This design comes from an exercise in tuning for small area and a short achievable clock period on the open sky130 flow, not from production work.
In this exercise RTL edits were held to simulation tests only and were not proved equivalent to the original.
Power figures rest on the tool's default switching activity, not on a simulated workload.

### flow/design.v
`timescale 1ns / 1ps
module pl_adder(
    input  logic [31:0] op1,
    input  logic [31:0] op2,
    output logic [31:0] sum
    );
    assign sum = op1 + op2;
endmodule
`timescale 1ns / 1ps
module pl_alu(
    input  logic [31:0] op1,
    input  logic [31:0] op2,
    input  logic [3:0]  alu_control,
    output logic [31:0] res,
    output logic        zero,
    output logic        overflow
    );
    always_comb begin
        overflow = 1'b0;
        case(alu_control)
            4'b0000: begin  
                res = op1 & op2;
            end
            4'b0001: begin  
                res = op1 | op2;
            end
            4'b0010: begin  
                res = op1 + op2;
                overflow = (op1[31] == op2[31]) && (res[31] != op1[31]);
            end
            4'b0110: begin  
                res = op1 - op2;
                overflow = (op1[31] != op2[31]) && (res[31] == op2[31]);
            end
            default: begin
                res = 32'd0;
            end
        endcase
    end
    assign zero = (res == 32'd0);
endmodule
`timescale 1ns / 1ps
module pl_alu_control(
    input  logic [5:0] funct,
    input  logic [1:0] alu_op,
    output logic [3:0] alu_control,
    output logic       undefined_instr
    );
    always_comb begin
        alu_control = 4'b1111;
        undefined_instr = 1'b0;
        case(alu_op)
            2'b00: begin
                alu_control = 4'b0010;
            end
            2'b01: begin
                alu_control = 4'b0110;
            end
            2'b10: begin
                case(funct)
                    6'b100000:  
                        alu_control = 4'b0010;
                    6'b100010:  
                        alu_control = 4'b0110;
                    6'b100100:  
                        alu_control = 4'b0000;
                    6'b100101:  
                        alu_control = 4'b0001;
                    default: begin
                        undefined_instr = 1'b1;
                    end
                endcase
            end
            default: begin
            end
        endcase
    end   
endmodule
`timescale 1ns / 1ps
module pl_branch_control(
    input  logic zero,
    input  logic branch_eq,
    input  logic branch_ne,
    output logic pc_src
    );
    assign pc_src = (zero & branch_eq) | (~zero & branch_ne);
endmodule
`timescale 1ns / 1ps
module pl_branch_prediction(
    input  logic clk,
    input  logic reset,
    input  logic enable,
    input  logic is_branch_instruction,
    input  logic branch_taken_actual,  
    output logic predicted_taken      
);
    typedef enum logic [1:0] {
        SNT = 2'b00,  
        WNT = 2'b01,  
        WT  = 2'b10,  
        ST  = 2'b11   
    } state_t;
    state_t current_state, next_state;
    always_comb begin
        case (current_state)
            SNT: next_state = branch_taken_actual ? WNT : SNT;
            WNT: next_state = branch_taken_actual ? WT  : SNT;
            WT:  next_state = branch_taken_actual ? ST  : WNT;
            ST:  next_state = branch_taken_actual ? ST  : WT;
            default: next_state = SNT;
        endcase
    end
    always_ff @(posedge clk) begin
        if (reset)
            current_state <= SNT;
        else if (enable && is_branch_instruction)
            current_state <= next_state;
    end
    always_comb begin
        case (current_state)
            SNT, WNT: predicted_taken = 0;
            WT,  ST:  predicted_taken = 1;
        endcase
    end
endmodule
`timescale 1ns / 1ps
module pl_control(
    input  logic [5:0] opcode,
    input  logic       nop,
    output logic       jump,
    output logic       branch_eq,
    output logic       branch_ne,
    output logic       alu_src,
    output logic       mem_write,
    output logic       mem_read,
    output logic [1:0] alu_op,
    output logic       mem_to_reg,
    output logic       reg_write,
    output logic       reg_dst,
    output logic       undefined_instr
    );
    always_comb begin
        jump = 1'b0;
        branch_eq = 1'b0;
        branch_ne = 1'b0;
        alu_src = 1'b0;
        mem_write = 1'b0;
        mem_read = 1'b0;
        alu_op = 2'b11;
        mem_to_reg = 1'b0;
        reg_write = 1'b0;
        reg_dst = 1'b0;
        undefined_instr = 1'b0;
        if (nop) begin
        end else
        case(opcode)
            6'b000000: begin
                reg_dst   = 1'b1;
                reg_write = 1'b1;
                alu_op    = 2'b10;
            end
            6'b100011: begin
                alu_src    = 1'b1;
                mem_to_reg = 1'b1;
                reg_write  = 1'b1;
                mem_read   = 1'b1;
                alu_op     = 2'b00;
            end
            6'b101011: begin
                alu_src   = 1'b1;
                mem_write = 1'b1;
                alu_op    = 2'b00;
            end
            6'b001000: begin
                reg_write = 1'b1;
                alu_src   = 1'b1;
                alu_op    = 2'b00;
            end
            6'b000100: begin
                branch_eq = 1'b1;
                alu_op = 2'b01;
            end
            6'b000101: begin
                branch_ne = 1'b1;
                alu_op = 2'b01;
            end
            6'b000010 : begin
                jump = 1'b1;
            end
            default:begin
                undefined_instr = 1'b1;
            end
        endcase
    end
endmodule
`timescale 1ns / 1ps
module pl_exception_control(
    input  logic        clk,
    input  logic        reset,
    input  logic        enable,
    input  logic        control_undefined_instr,
    input  logic        alu_control_undefined_instr,
    input  logic        overflow,
    input  logic [31:0] pc_current,
    output logic        undefined_instr,
    output logic [31:0] exception_vector,
    output logic        write_epc,
    output logic [31:0] epc_reg
);
    assign undefined_instr = control_undefined_instr | alu_control_undefined_instr;
    assign exception_vector = undefined_instr ? 32'h80000000 :
                              overflow        ? 32'h80000180 :
                              32'h0;
    assign write_epc = undefined_instr || overflow;
    always_ff @(posedge clk) begin
        if (reset) begin
            epc_reg <= 32'h0;
        end else if (enable && write_epc) begin
            epc_reg <= pc_current;
        end
    end
endmodule
`timescale 1ns / 1ps
module pl_forwarding_control(
    input  logic [4:0] ID_EX_rs,
    input  logic [4:0] ID_EX_rt,
    input  logic [4:0] EX_MEM_rd,
    input  logic [4:0] MEM_WB_rd,
    input  logic       EX_MEM_reg_write,
    input  logic       MEM_WB_reg_write,
    output logic [1:0] forward_a,
    output logic [1:0] forward_b,
    output logic [1:0] forward_store_data
);
    always_comb begin
        if (EX_MEM_reg_write && (EX_MEM_rd != 0) && (EX_MEM_rd == ID_EX_rs)) begin
            forward_a = 2'b10;
        end else if (MEM_WB_reg_write && (MEM_WB_rd != 0) && (MEM_WB_rd == ID_EX_rs)) begin
            forward_a = 2'b01;
        end else begin
            forward_a = 2'b00;
        end
        if (EX_MEM_reg_write && (EX_MEM_rd != 0) && (EX_MEM_rd == ID_EX_rt)) begin
            forward_b = 2'b10;
        end else if (MEM_WB_reg_write && (MEM_WB_rd != 0) && (MEM_WB_rd == ID_EX_rt)) begin
            forward_b = 2'b01;
        end else begin
            forward_b = 2'b00;
        end
        if (EX_MEM_reg_write && (EX_MEM_rd != 0) && (EX_MEM_rd == ID_EX_rt)) begin
            forward_store_data = 2'b10;
        end else if (MEM_WB_reg_write && (MEM_WB_rd != 0) && (MEM_WB_rd == ID_EX_rt)) begin
            forward_store_data = 2'b01;
        end else begin
            forward_store_data = 2'b00;
        end
    end
endmodule
`timescale 1ns / 1ps
module pl_hazard_detection(
   input logic [31:0] instr,
   input logic        ID_EX_mem_read,
   input logic [4:0]  ID_EX_rt,
   output logic       nop,
   output logic       pc_write,
   output logic       IF_ID_write
);
    always_comb begin
       if(ID_EX_mem_read && (ID_EX_rt == instr[25:21] || ID_EX_rt == instr[20:16])) begin
           nop = 1'b1;
           pc_write = 1'b0;
           IF_ID_write = 1'b0;
       end else begin
           nop = 1'b0;
           pc_write = 1'b1;
           IF_ID_write = 1'b1;
       end
    end
endmodule
`timescale 1ns / 1ps
module pl_mux2 #(parameter N = 32)(
    input  logic [N-1:0] a, b,
    input  logic        sel,
    output logic [N-1:0] out
    );
    assign out = (sel == 0) ? a :
                 (sel == 1) ? b : 32'hx;
endmodule
`timescale 1ns / 1ps
module pl_mux3 (
    input logic [31:0] a, b, c,
    input logic [1:0] sel,
    output logic [31:0] out
);
    assign out = (sel == 2'b00) ? a :
                 (sel == 2'b01) ? b :
                 (sel == 2'b10) ? c : a;
endmodule
`timescale 1ns / 1ps
module pl_pipe_reg #(parameter W = 32) (
    input  logic [W-1:0] in,
    input  logic         clk, 
    input  logic         reset, 
    input  logic         enable,
    input  logic         flush,
    output logic [W-1:0] out
);
  always_ff @(posedge clk) begin
    if (reset || flush)
      out <= '0;
    else if (enable)
      out <= in;
  end
endmodule
`timescale 1ns / 1ps
module pl_program_counter(
    input  logic [31:0] in,
    input  logic        clk,
    input  logic        reset,
    input  logic        enable,
    output logic [31:0] out
    );
    always_ff @(posedge clk) begin
        if(reset) begin
            out <= 32'd0;
        end
        else if (enable) begin
            out <= in;
        end
    end
endmodule
`timescale 1ns / 1ps
module pl_reg_file(
    input  logic [4:0]  read_reg_1,
    input  logic [4:0]  read_reg_2,
    input  logic [4:0]  write_reg,
    input  logic [31:0] write_data,
    input  logic        reg_write,
    input  logic        clk,
    input  logic        reset,
    input  logic        enable,
    output logic [31:0] read_data_1,
    output logic [31:0] read_data_2
    );
    logic [31:0] registers [0:31];
    always_comb begin
        read_data_1 = (reg_write && (write_reg == read_reg_1) && (write_reg != 0)) 
                  ? write_data 
                  : registers[read_reg_1];
        read_data_2 = (reg_write && (write_reg == read_reg_2) && (write_reg != 0)) 
                  ? write_data 
                  : registers[read_reg_2];
    end
    always_ff @(posedge clk) begin
        if (reset) begin
            for (int i = 0; i < 32; i = i + 1)
                registers[i] <= 32'd0;
        end else if (enable && reg_write) begin
            if (write_reg != 5'd0)
                registers[write_reg] <= write_data;
        end
    end
endmodule
`timescale 1ns / 1ps
module pl_shift_left_2 #(parameter IN = 32, parameter OUT = 32)(
    input  logic [IN-1:0] in,
    output logic [OUT-1:0] out
    );
    assign out = in << 2;
endmodule
`timescale 1ns / 1ps
module pl_sign_extend(
    input  logic [15:0] in,
    output logic [31:0] out
    );
    assign out = {{16{in[15]}}, in};
endmodule
`timescale 1ns / 1ps
module mips_pipeline(
    input  logic        clk,
    input  logic        reset,
    input  logic        enable,
    output logic [31:0] imem_addr,
    input  logic [31:0] imem_rdata,
    output logic [31:0] dmem_addr,
    output logic [31:0] dmem_wdata,
    output logic        dmem_we,
    output logic        dmem_re,
    input  logic [31:0] dmem_rdata,
    output logic        exception,
    output logic [31:0] epc
    );
    logic [29:0] pc;             
    logic [1:0]  bp;             
    logic [31:0] d_instr;        
    logic        d_pred;         
    logic [29:0] d_pc;
    logic        e_beq, e_bne, e_mr, e_mw, e_m2r, e_rw, e_und, e_pred, e_ar;   
    logic        e_sub, e_and, e_or, e_alusrc, e_regdst;
    logic [25:0] e_ins;
    logic [29:0] e_pc;
    logic [31:0] e_a, e_b;
    logic        e_fam, e_fbm;    
    logic        m_beq, m_bne, m_mr, m_mw, m_m2r, m_rw, m_und, m_ovf, m_pred;   
    logic        m_zero;
    logic [31:0] m_res, m_sd;
    logic [4:0]  m_wr;
    logic [29:0] m_pc;
    logic [15:0] m_imm;
    logic        w_rw, w_und, w_ovf;    
    logic [31:0] w_wd;
    logic [4:0]  w_wr;
    logic [29:0] w_pc;
    logic [29:0] epc_r;
    logic [31:1][31:0] rf;
    logic [31:1]       rf_v;
    logic exc;
    assign exc = w_und | w_ovf;
    assign exception = exc;
    assign epc = {epc_r, 2'b00};
    logic m_isbr, m_taken, mispred;
    assign m_isbr  = m_beq | m_bne;
    assign m_taken = (m_zero & m_beq) | (~m_zero & m_bne);
    assign mispred = m_isbr & (m_pred ^ m_taken);
    logic [29:0] m_alt;
    logic [30:0] m_altc;
    assign m_altc = {m_pc, 1'b1} + {(m_pred ? 30'd0 : {{14{m_imm[15]}}, m_imm}), 1'b1};
    assign m_alt  = m_altc[30:1];
    assign dmem_addr  = m_res;
    assign dmem_wdata = m_sd;
    assign dmem_we    = enable & m_mw;
    assign dmem_re    = m_mr;
    logic [31:0] m_wd;
    assign m_wd = m_m2r ? dmem_rdata : m_res;
    logic [5:0] op, fn;
    logic [4:0] rs, rt;
    assign op = d_instr[31:26];
    assign fn = d_instr[5:0];
    assign rs = d_instr[25:21];
    assign rt = d_instr[20:16];
    logic nop;
    assign nop = e_mr & ((e_ins[20:16] == rs) | (e_ins[20:16] == rt));
    logic o_r, o_lw, o_sw, o_addi, o_beq, o_bne, o_j;
    assign o_r    = (op == 6'b000000);
    assign o_lw   = (op == 6'b100011);
    assign o_sw   = (op == 6'b101011);
    assign o_addi = (op == 6'b001000);
    assign o_beq  = (op == 6'b000100);
    assign o_bne  = (op == 6'b000101);
    assign o_j    = (op == 6'b000010);
    logic f_add, f_sub, f_and, f_or;
    assign f_add = (fn == 6'b100000);
    assign f_sub = (fn == 6'b100010);
    assign f_and = (fn == 6'b100100);
    assign f_or  = (fn == 6'b100101);
    logic id_jump, id_cu, id_acu;
    assign id_jump = ~nop & o_j;
    assign id_cu   = ~nop & ~(o_r | o_lw | o_sw | o_addi | o_beq | o_bne | o_j);
    assign id_acu  = ~nop & o_r & ~(f_add | f_sub | f_and | f_or) & (d_instr != 32'd0);
    logic [4:0] x_wr;
    logic       x_ok, y_ok;
    assign x_wr = e_regdst ? e_ins[15:11] : e_ins[20:16];
    assign x_ok = e_rw & (x_wr != 5'd0);
    assign y_ok = m_rw & (m_wr != 5'd0);
    logic [32:0] sel1, sel2;
    logic        mem1, mem2, byp1, byp2;
    assign mem1 = y_ok & (m_wr == rs);
    assign mem2 = y_ok & (m_wr == rt);
    assign byp1 = w_rw & (w_wr == rs) & (w_wr != 5'd0);
    assign byp2 = w_rw & (w_wr == rt) & (w_wr != 5'd0);
    assign sel1[1:0] = 2'b00;
    assign sel2[1:0] = 2'b00;
    genvar gs;
    generate
        for (gs = 1; gs < 32; gs++) begin : g_sel
            assign sel1[gs+1] = rf_v[gs] & (rs == gs);
            assign sel2[gs+1] = rf_v[gs] & (rt == gs);
        end
    endgenerate
    logic [32:0][31:0] src;
    assign src[1:0] = '0;
    assign src[32:2] = rf;
    logic [10:0][31:0] g1, g2;
    generate
        for (gs = 0; gs < 11; gs++) begin : g_aoi
            mp_aoi222 aoi1(.s(sel1[3*gs+2:3*gs]), .a(src[3*gs]), .b(src[3*gs+1]), .c(src[3*gs+2]), .y(g1[gs]));
            mp_aoi222 aoi2(.s(sel2[3*gs+2:3*gs]), .a(src[3*gs]), .b(src[3*gs+1]), .c(src[3*gs+2]), .y(g2[gs]));
        end
    endgenerate
    logic [31:0] r1, r2, rd1, rd2;
    always_comb begin
        r1 = '1;
        r2 = '1;
        for (int k = 0; k < 11; k++) begin
            r1 = r1 & g1[k];
            r2 = r2 & g2[k];
        end
        r1 = ~r1;
        r2 = ~r2;
    end
    assign rd1 = mem1 ? m_wd : byp1 ? w_wd : r1;
    assign rd2 = mem2 ? m_wd : byp2 ? w_wd : r2;
    logic at_vec;
    assign at_vec = (pc == 30'h20000000) | (pc == 30'h20000060);
    logic [31:0] instr_if;
    assign instr_if = (pc == 30'h20000000) ? 32'h08000000 :
                      (pc == 30'h20000060) ? 32'h08200060 :
                      imem_rdata;
    logic [29:0] pc4, tgt;
    logic [16:0] tlo;
    logic [13:0] hi_p, hi_m;
    assign pc4  = pc + 30'd1;
    mp_add16c add_tgt(.a(pc[15:0]), .b(imem_rdata[15:0]), .s(tlo));
    assign hi_p = pc[29:16] + 14'd1;
    assign hi_m = pc[29:16] - 14'd1;
    assign tgt[15:0] = tlo[15:0];
    mp_csel #(14) sel_tgt(.c(tlo[16]), .n(imem_rdata[15]), .z(pc[29:16]), .p(hi_p), .m(hi_m), .y(tgt[29:16]));
    logic pred_if;
    assign pred_if = bp[1] & (imem_rdata[31:27] == 5'b00010) & ~at_vec;
    logic [29:0] pc_other, pc_next;
    always_comb begin
        if (exc)
            pc_other = w_und ? 30'h20000000 : 30'h20000060;
        else if (id_jump)
            pc_other = {pc4[29:26], d_instr[25:0]};
        else if (mispred)
            pc_other = m_alt;
        else
            pc_other = pc4;
    end
    mp_mux2 #(30) mux_pc(.s(pred_if & ~exc & ~id_jump & ~mispred), .a(pc_other), .b(tgt), .y(pc_next));
    assign imem_addr = {pc, 2'b00};
    always_ff @(posedge clk) begin
        if (reset)
            pc <= '0;
        else if (enable & ~nop)
            pc <= pc_next;
    end
    always_ff @(posedge clk) begin
        if (reset)
            bp <= 2'b00;
        else if (enable & m_isbr) begin
            if (m_taken) bp <= (bp == 2'b11) ? 2'b11 : bp + 2'b01;
            else         bp <= (bp == 2'b00) ? 2'b00 : bp - 2'b01;
        end
    end
    always_ff @(posedge clk) begin
        if (reset | mispred) begin
            d_instr <= '0;
            d_pred  <= 1'b0;
        end else if (enable & ~nop) begin
            d_instr <= instr_if;
            d_pred  <= pred_if;
        end
    end
    always_ff @(posedge clk) begin
        if (enable & ~nop)
            d_pc <= pc;
    end
    always_ff @(posedge clk) begin
        if (reset | mispred) begin
            e_beq  <= 1'b0;
            e_bne  <= 1'b0;
            e_mr   <= 1'b0;
            e_mw   <= 1'b0;
            e_m2r  <= 1'b0;
            e_rw   <= 1'b0;
            e_und  <= 1'b0;
            e_pred <= 1'b0;
            e_ar   <= 1'b0;
        end else if (enable) begin
            e_beq  <= ~nop & o_beq;
            e_bne  <= ~nop & o_bne;
            e_mr   <= ~nop & o_lw;
            e_mw   <= ~nop & o_sw;
            e_m2r  <= ~nop & o_lw;
            e_rw   <= ~nop & (o_r | o_lw | o_addi);
            e_und  <= id_cu | id_acu;
            e_pred <= d_pred;
            e_ar   <= ~nop & (o_lw | o_sw | o_addi | o_beq | o_bne | (o_r & (f_add | f_sub)));
        end
    end
    always_ff @(posedge clk) begin
        if (enable) begin
            e_sub    <= o_beq | o_bne | (o_r & f_sub);
            e_and    <= o_r & f_and;
            e_or     <= o_r & f_or;
            e_alusrc <= o_lw | o_sw | o_addi;
            e_regdst <= o_r;
            e_ins    <= d_instr[25:0];
            e_pc     <= d_pc;
            e_a      <= rd1;
            e_b      <= rd2;
            e_fam    <= x_ok & (x_wr == rs);
            e_fbm    <= x_ok & (x_wr == rt);
        end
    end
    logic [4:0] e_rs, e_rt;
    assign e_rs = e_ins[25:21];
    assign e_rt = e_ins[20:16];
    logic [31:0] fa, fb, op2, op2x, sum, res;
    logic [32:0] sumc;
    assign fa = e_fam ? m_res : e_a;
    assign fb = e_fbm ? m_res : e_b;
    assign op2  = e_alusrc ? {{16{e_ins[15]}}, e_ins[15:0]} : fb;
    assign op2x = e_sub ? ~op2 : op2;
    assign sumc = {fa, 1'b1} + {op2x, e_sub};
    assign sum  = sumc[32:1];
    always_comb begin
        if (e_ar)       res = sum;
        else if (e_and) res = fa & op2;
        else if (e_or)  res = fa | op2;
        else            res = 32'd0;
    end
    logic ovf;
    assign ovf = e_ar & (fa[31] == op2x[31]) & (sum[31] != fa[31]);
    always_ff @(posedge clk) begin
        if (reset | mispred) begin
            m_beq  <= 1'b0;
            m_bne  <= 1'b0;
            m_mr   <= 1'b0;
            m_mw   <= 1'b0;
            m_m2r  <= 1'b0;
            m_rw   <= 1'b0;
            m_und  <= 1'b0;
            m_ovf  <= 1'b0;
            m_pred <= 1'b0;
        end else if (enable) begin
            m_beq  <= e_beq;
            m_bne  <= e_bne;
            m_mr   <= e_mr;
            m_mw   <= e_mw;
            m_m2r  <= e_m2r;
            m_rw   <= e_rw;
            m_und  <= e_und;
            m_ovf  <= ovf;
            m_pred <= e_pred;
        end
    end
    always_ff @(posedge clk) begin
        if (enable) begin
            m_zero <= (fa == fb);
            m_res  <= res;
            m_sd   <= fb;
            m_wr   <= e_regdst ? e_ins[15:11] : e_rt;
            m_pc   <= e_pc;
            m_imm  <= e_ins[15:0];
        end
    end
    always_ff @(posedge clk) begin
        if (reset) begin
            w_rw  <= 1'b0;
            w_und <= 1'b0;
            w_ovf <= 1'b0;
        end else if (enable) begin
            w_rw  <= m_rw;
            w_und <= m_und;
            w_ovf <= m_ovf;
        end
    end
    always_ff @(posedge clk) begin
        if (enable) begin
            w_wd <= m_wd;
            w_wr <= m_wr;
            w_pc <= m_pc;
        end
    end
    always_ff @(posedge clk) begin
        if (reset)
            epc_r <= '0;
        else if (enable & exc)
            epc_r <= w_pc;
    end
    genvar gi;
    generate
        for (gi = 1; gi < 32; gi++) begin : g_rf
            logic we;
            assign we = w_rw & (w_wr == gi);
            always_ff @(posedge clk) begin
                if (we)
                    rf[gi] <= w_wd;
            end
            always_ff @(posedge clk) begin
                if (reset)
                    rf_v[gi] <= 1'b0;
                else if (we)
                    rf_v[gi] <= 1'b1;
            end
        end
    endgenerate
endmodule
module mp_add16c(
    input  logic [15:0] a,
    input  logic [15:0] b,
    output logic [16:0] s
    );
    logic [17:0] t;
    assign t = {1'b0, a, 1'b1} + {1'b0, b, 1'b1};
    assign s = t[17:1];
endmodule
module mp_csel #(parameter W = 14) (
    input  logic         c,
    input  logic         n,
    input  logic [W-1:0] z,
    input  logic [W-1:0] p,
    input  logic [W-1:0] m,
    output logic [W-1:0] y
    );
    assign y = ({W{c == n}} & z) | ({W{c & ~n}} & p) | ({W{~c & n}} & m);
endmodule
module mp_mux2 #(parameter W = 32) (
    input  logic         s,
    input  logic [W-1:0] a,
    input  logic [W-1:0] b,
    output logic [W-1:0] y
    );
    assign y = s ? b : a;
endmodule
module mp_aoi222(
    input  logic [2:0]  s,
    input  logic [31:0] a,
    input  logic [31:0] b,
    input  logic [31:0] c,
    output logic [31:0] y
    );
    assign y = ~(({32{s[0]}} & a) | ({32{s[1]}} & b) | ({32{s[2]}} & c));
endmodule
### flow/constraint.sdc
create_clock -name core_clock -period 8.0 [get_ports {clk}]
set_input_delay 1.6000 -clock core_clock [delete_from_list [all_inputs] [get_ports {clk}]]
set_output_delay 1.6000 -clock core_clock [all_outputs]
set_load 0.01 [all_outputs]
### flow/config.mk
export PLATFORM = sky130hd
export DESIGN_NAME = mips_pipeline
export DESIGN_NICKNAME = mips_pipeline
export VERILOG_FILES = /design/flow/design.v
export SDC_FILE = /design/flow/constraint.sdc
export NUM_CORES = 4
export LEC_CHECK = 0
export CAP_MARGIN = 20
export CORE_MARGIN = 2
export CORE_UTILIZATION = 55
export CTS_BUF_LIST = sky130_fd_sc_hd__clkbuf_8
export CTS_CLUSTER_DIAMETER = 50
export CTS_CLUSTER_SIZE = 20
export PLACE_DENSITY = 0.7
export SETUP_SLACK_MARGIN = 4.3
export SLEW_MARGIN = 20
export SYNTH_HIERARCHICAL = 1
### flow/run.sh
#!/bin/bash
# synth_recipe.tcl (not shown) runs the flow's synth.tcl, then flattens the netlist and writes it again
# the make line also repeats each setting of config.mk as NAME=value (left out here)
make -C /OpenROAD-flow-scripts/flow DESIGN_CONFIG=/design/flow/config.mk WORK_HOME=/design/flow/orfs CLKGATE_MAP_FILE= SYNTH_SCRIPT=/design/flow/synth_recipe.tcl finish
==> flow_summary.ini <==
[setup_path]
worst-endpoint-required_ns = 8.77
reg2reg_from = e_fbm
crit_arrival_ns = 4.80
crit_type = reg2reg
timing.critical_path.buf_inv = 1
r2r.worst_path.cells = 16
timing.critical_path.to_type = flop
critical_path.max_fanout = 6
crit_family = compound AO/OA/AOI/OAI gates
critPathSlowestCell = edfxtp_1
most_prevalent_standard_cell_on_the_critical_path = mux2_4
timing.critical_path.from_type = flop
critical_path_depth = 16
cell_breakdown_of_the_critical_path = buf_12 -> mux2_4 -> mux2_4 -> xor2_2 -> ha_4 -> a21o_1 -> a31o_1 -> a221o_1 -> a41oi_4 -> o41ai_4 -> o31ai_4 -> o21a_1 -> o21ai_2 -> and3_1 -> o211ai_1 -> a21oi_1
cp_slowest_stage_delay_ns = 0.44
crit_path_start = e_fbm

[finish]
mostFrequentLayoutCells = edfxtp_1 (1327), a222oi_1 (718), nand2_1 (276)
final_layout_size_suffix_gt1_share_pct = 14.92
areaGrowthSynthToFinish_pct = 12.65
finalNetCount = 5363
finish.utilization_pct = 62.27
post-route-cell-area_mm2 = 0.07569
mostFrequentLayoutCell = edfxtp_1

[placement]
dpl-instance-area_mm2 = 0.07065
preCtsSetupSlack_ns = 2.570
portBuffers = 193
gp_routability_congestion = 0.9414
hpwl_um = 134000

[clocking]
h-tree-depth = 4
tritoncts.num_buffers = 132
clkTransAtPathRegs_ns = 0.10
cts_root_buffer = clkbuf_8
clock_tree.buffer_depth = 3
tritoncts = done
numClockSinks = 1472
cts_hold_repair.buffers = 0
clk_latency_ns = 0.94

[global_routing]
grt_util_all_layers_pct = 33.98
grt_pass1_wl_um = 314200
globalRoute.totalOverflow = 0
grt_start_max_net_pins = 158
grt_antenna_before_repair = 7
first_global_vias = 47600

[job]
max-cap-violations = 0

[die]
vertical_extent_of_the_die_um = 353.5
top_level_ports = 198
initial_core_utilization_pct = 55.27
floorplan_core_area_mm2 = 0.1216
rows = 128
die_outline_area_mm2 = 0.1250
floorplan.die.width_um = 353.5

[sta]
fmax_mhz = 248.0
worst_pin_slew_ns = 1.102
timing.setup.tns_ns = 0
finalWorstPathRequiredPeriod_ns = 4.032
setup-violations-final = 0
fin_worst_skew_ns = 0.04369
rsz0062_at_grt = yes
hold_viol = 0
timing.final.max_slew_violations = 0
worst_slew_margin_rel_pct = 26.39
layout_worst_path_cycle_share_pct = 50.40
setup_slack_ns = 3.968

[power]
power.density_cell_area_mw_per_mm2 = 203.3
worst_ir_drop_on_vdd_v = 0.0002099
total_power_uw = 15380
total_leakage_power_uw = 0.02561

[detailed_routing]
detailedRoute.firstPassIterationCount = 14
via_count = 50410
avgRoutedWirePerCell_um = 31.88
wirelength_um = 221500
dr.first_iter.drc_count = 12030
final_antenna_net_count = 0
remaining_drc_errors = 0
routed_via_density = 7.253

[yosys]
synth_cells = 4883
ys_dominant_reg_cell = edfxtp_1
synth_area_per_cell_um2 = 13.76
netlist-cell-type-count = 96
syn-cell-area_mm2 = 0.06719
count_of_yosys_warnings_during_synthesis = 7
async_flop_share_pct = 0
seq_area_frac_synth_pct = 63.63
synth_seq_cells = 1472
number_of_enable_flip_flop_cells_after_synthesis = 1327

[worst_hold_path]
holdPathStages = 0
hp-class = reg2reg
worst_hold_startpoint = e_pc[0]

[run_status]
outcome = timing/DRC/antenna clean
==> worst reg2reg max path, cell delays in order, from the launching register on <==
cell	delay, ns
edfxtp_1	0.44
buf_12	0.17
mux2_4	0.30
mux2_4	0.29
xor2_2	0.16
ha_4	0.28
a21o_1	0.17
a31o_1	0.18
a221o_1	0.37
a41oi_4	0.24
o41ai_4	0.11
o31ai_4	0.38
o21a_1	0.26
o21ai_2	0.10
and3_1	0.17
o211ai_1	0.16
a21oi_1	0.09
==> logic make-up (layout without fill, tap and decap cells) <==
kind of cell	Yosys count	after routing	share of synthesized area, %
compound gates	1360	1360	16.78
xor+xnor	212	212	2.763
fa+ha+maj	84	84	1.587
buf+inv	480	767	4.391
flops	1472	1472	63.63
mux	164	164	2.782
other cells	1	156	0.005581
simple gates	1110	1110	8.065
==> cell type report <==
class | instances | area, um^2
diodes | 4 | 10.01
repair buffers | 411 | 4106
clock buffers | 138 | 1899
flip-flops and latches | 1472 | 42820
well taps | 1625 | 2033
fillers | 9073 | 45870
multi-input cells | 3082 | 23310
clock inverters | 105 | 1074
inverters | 113 | 439.2
==> stage by stage <==
stage          hold WS (ns)  cells
4_1_cts              0.4028   6895
2_1_floorplan        0.4003   5034
6_report             0.4024   6950
3_3_place_gp         0.4008   6607
5_1_grt              0.3963   6948
3_5_place_dp         0.4045   6611
==> where the power goes <==
part           total [uW]  switching [uW]  internal, uW  leakage, uW
Clock                4910            2950          1960      0.00151
Sequential           8750             184          8570       0.0135
Combinational        1720            1000           718       0.0106
==> metal layers <==
layer  global-route usage (%)  routed length (um)  vias to the layer above
met5                        0                  27                        -
met4                    13.57                8418                        4
met3                    11.48               35980                      572
met2                    50.93               97750                     4358
met1                    45.73               79360                    24530
li1                         -                   -                    20950
==> registers in the layout (all words and copies together) (netlist names), 2 cells and up <==
signal	count
rf	992
d_instr	32
e_a	32
e_b	32
m_res	32
m_sd	32
w_wd	32
rf_v	31
d_pc	30
e_pc	30
epc_r	30
m_pc	30
pc	30
w_pc	30
e_ins	21
m_imm	16
m_wr	5
w_wr	5
bp	2
==> cell usage after synthesis, types with 29 or more instances <==
cell type  instances  area (um^2)
edfxtp_1        1327        39850
a222oi_1         718         7187
nand2_1          285         1070
nor2_1           248        930.9
a21oi_1          199        996.0
o21ai_0          158        790.8
dfxtp_1          145         2903
nand4_1          145        907.1
buf_6            139         1565
xnor2_1          136         1191
clkbuf_1         134        503.0
nor3_1           128        640.6
inv_1            110        412.9
nand3_1           99        495.5
mux2i_1           87        870.8
ha_1              82         1026
xor2_1            76        665.6
o211ai_1          74        555.5
buf_2             72        360.4
and3_1            67        419.2
a211oi_1          46        345.3
mux2_2            44        495.5
mux2_4            32        480.5
a21o_1            30        225.2
a22oi_1           29        217.7
==> modules after synthesis (local to each module, per instance), excerpt <==
module | area [um^2] | cells | copies in the design
mp_aoi222 | 402.9 | 41 | 22
mips_pipeline | 56750 | 3807 | 1
mp_add16c | 842.1 | 106 | 1
==> timing repair <==
item,CTS,global route
pin swaps,36,75
gates resized for setup,134,146
buffers inserted,37,20
endpoints found under the setup margin,133,89
cloned,4,0
==> final timing paths <==
| kind | endpoint | slack (ns) |
|---|---|---|
| max reg2reg | m_ovf | 3.97 |
| max | m_ovf | 3.97 |
| min | m_pc[0] | 0.40 |
| min reg2reg | m_pc[0] | 0.40 |

static timing again, ports no longer ideal:
No port has a modelled driver above. Below, the same layout with a new extraction and two added sets of constraints.
Step 1: set_driving_cell puts a clkbuf_16 on clk and a buf_2 on each other input, an assumption about the parent block.
Step 2 also shifts input and output timing later by t, the mid clock arrival at the registers, as if the neighbouring blocks saw the same clock.
Slacks: ideal / step 1 / step 2; pairs: ideal / step 1.
t (ns): 0.987
setup WS [ns]: 3.968 / 3.968 / 3.406
hold WS [ns]: 0.402 / 0.402 / 0.402
cell pins on the clock port's net: 1
After both steps setup and hold are still met in this run. The setup slack of this run moves by 0.000 ns with the drivers and by -0.562 ns with both steps.
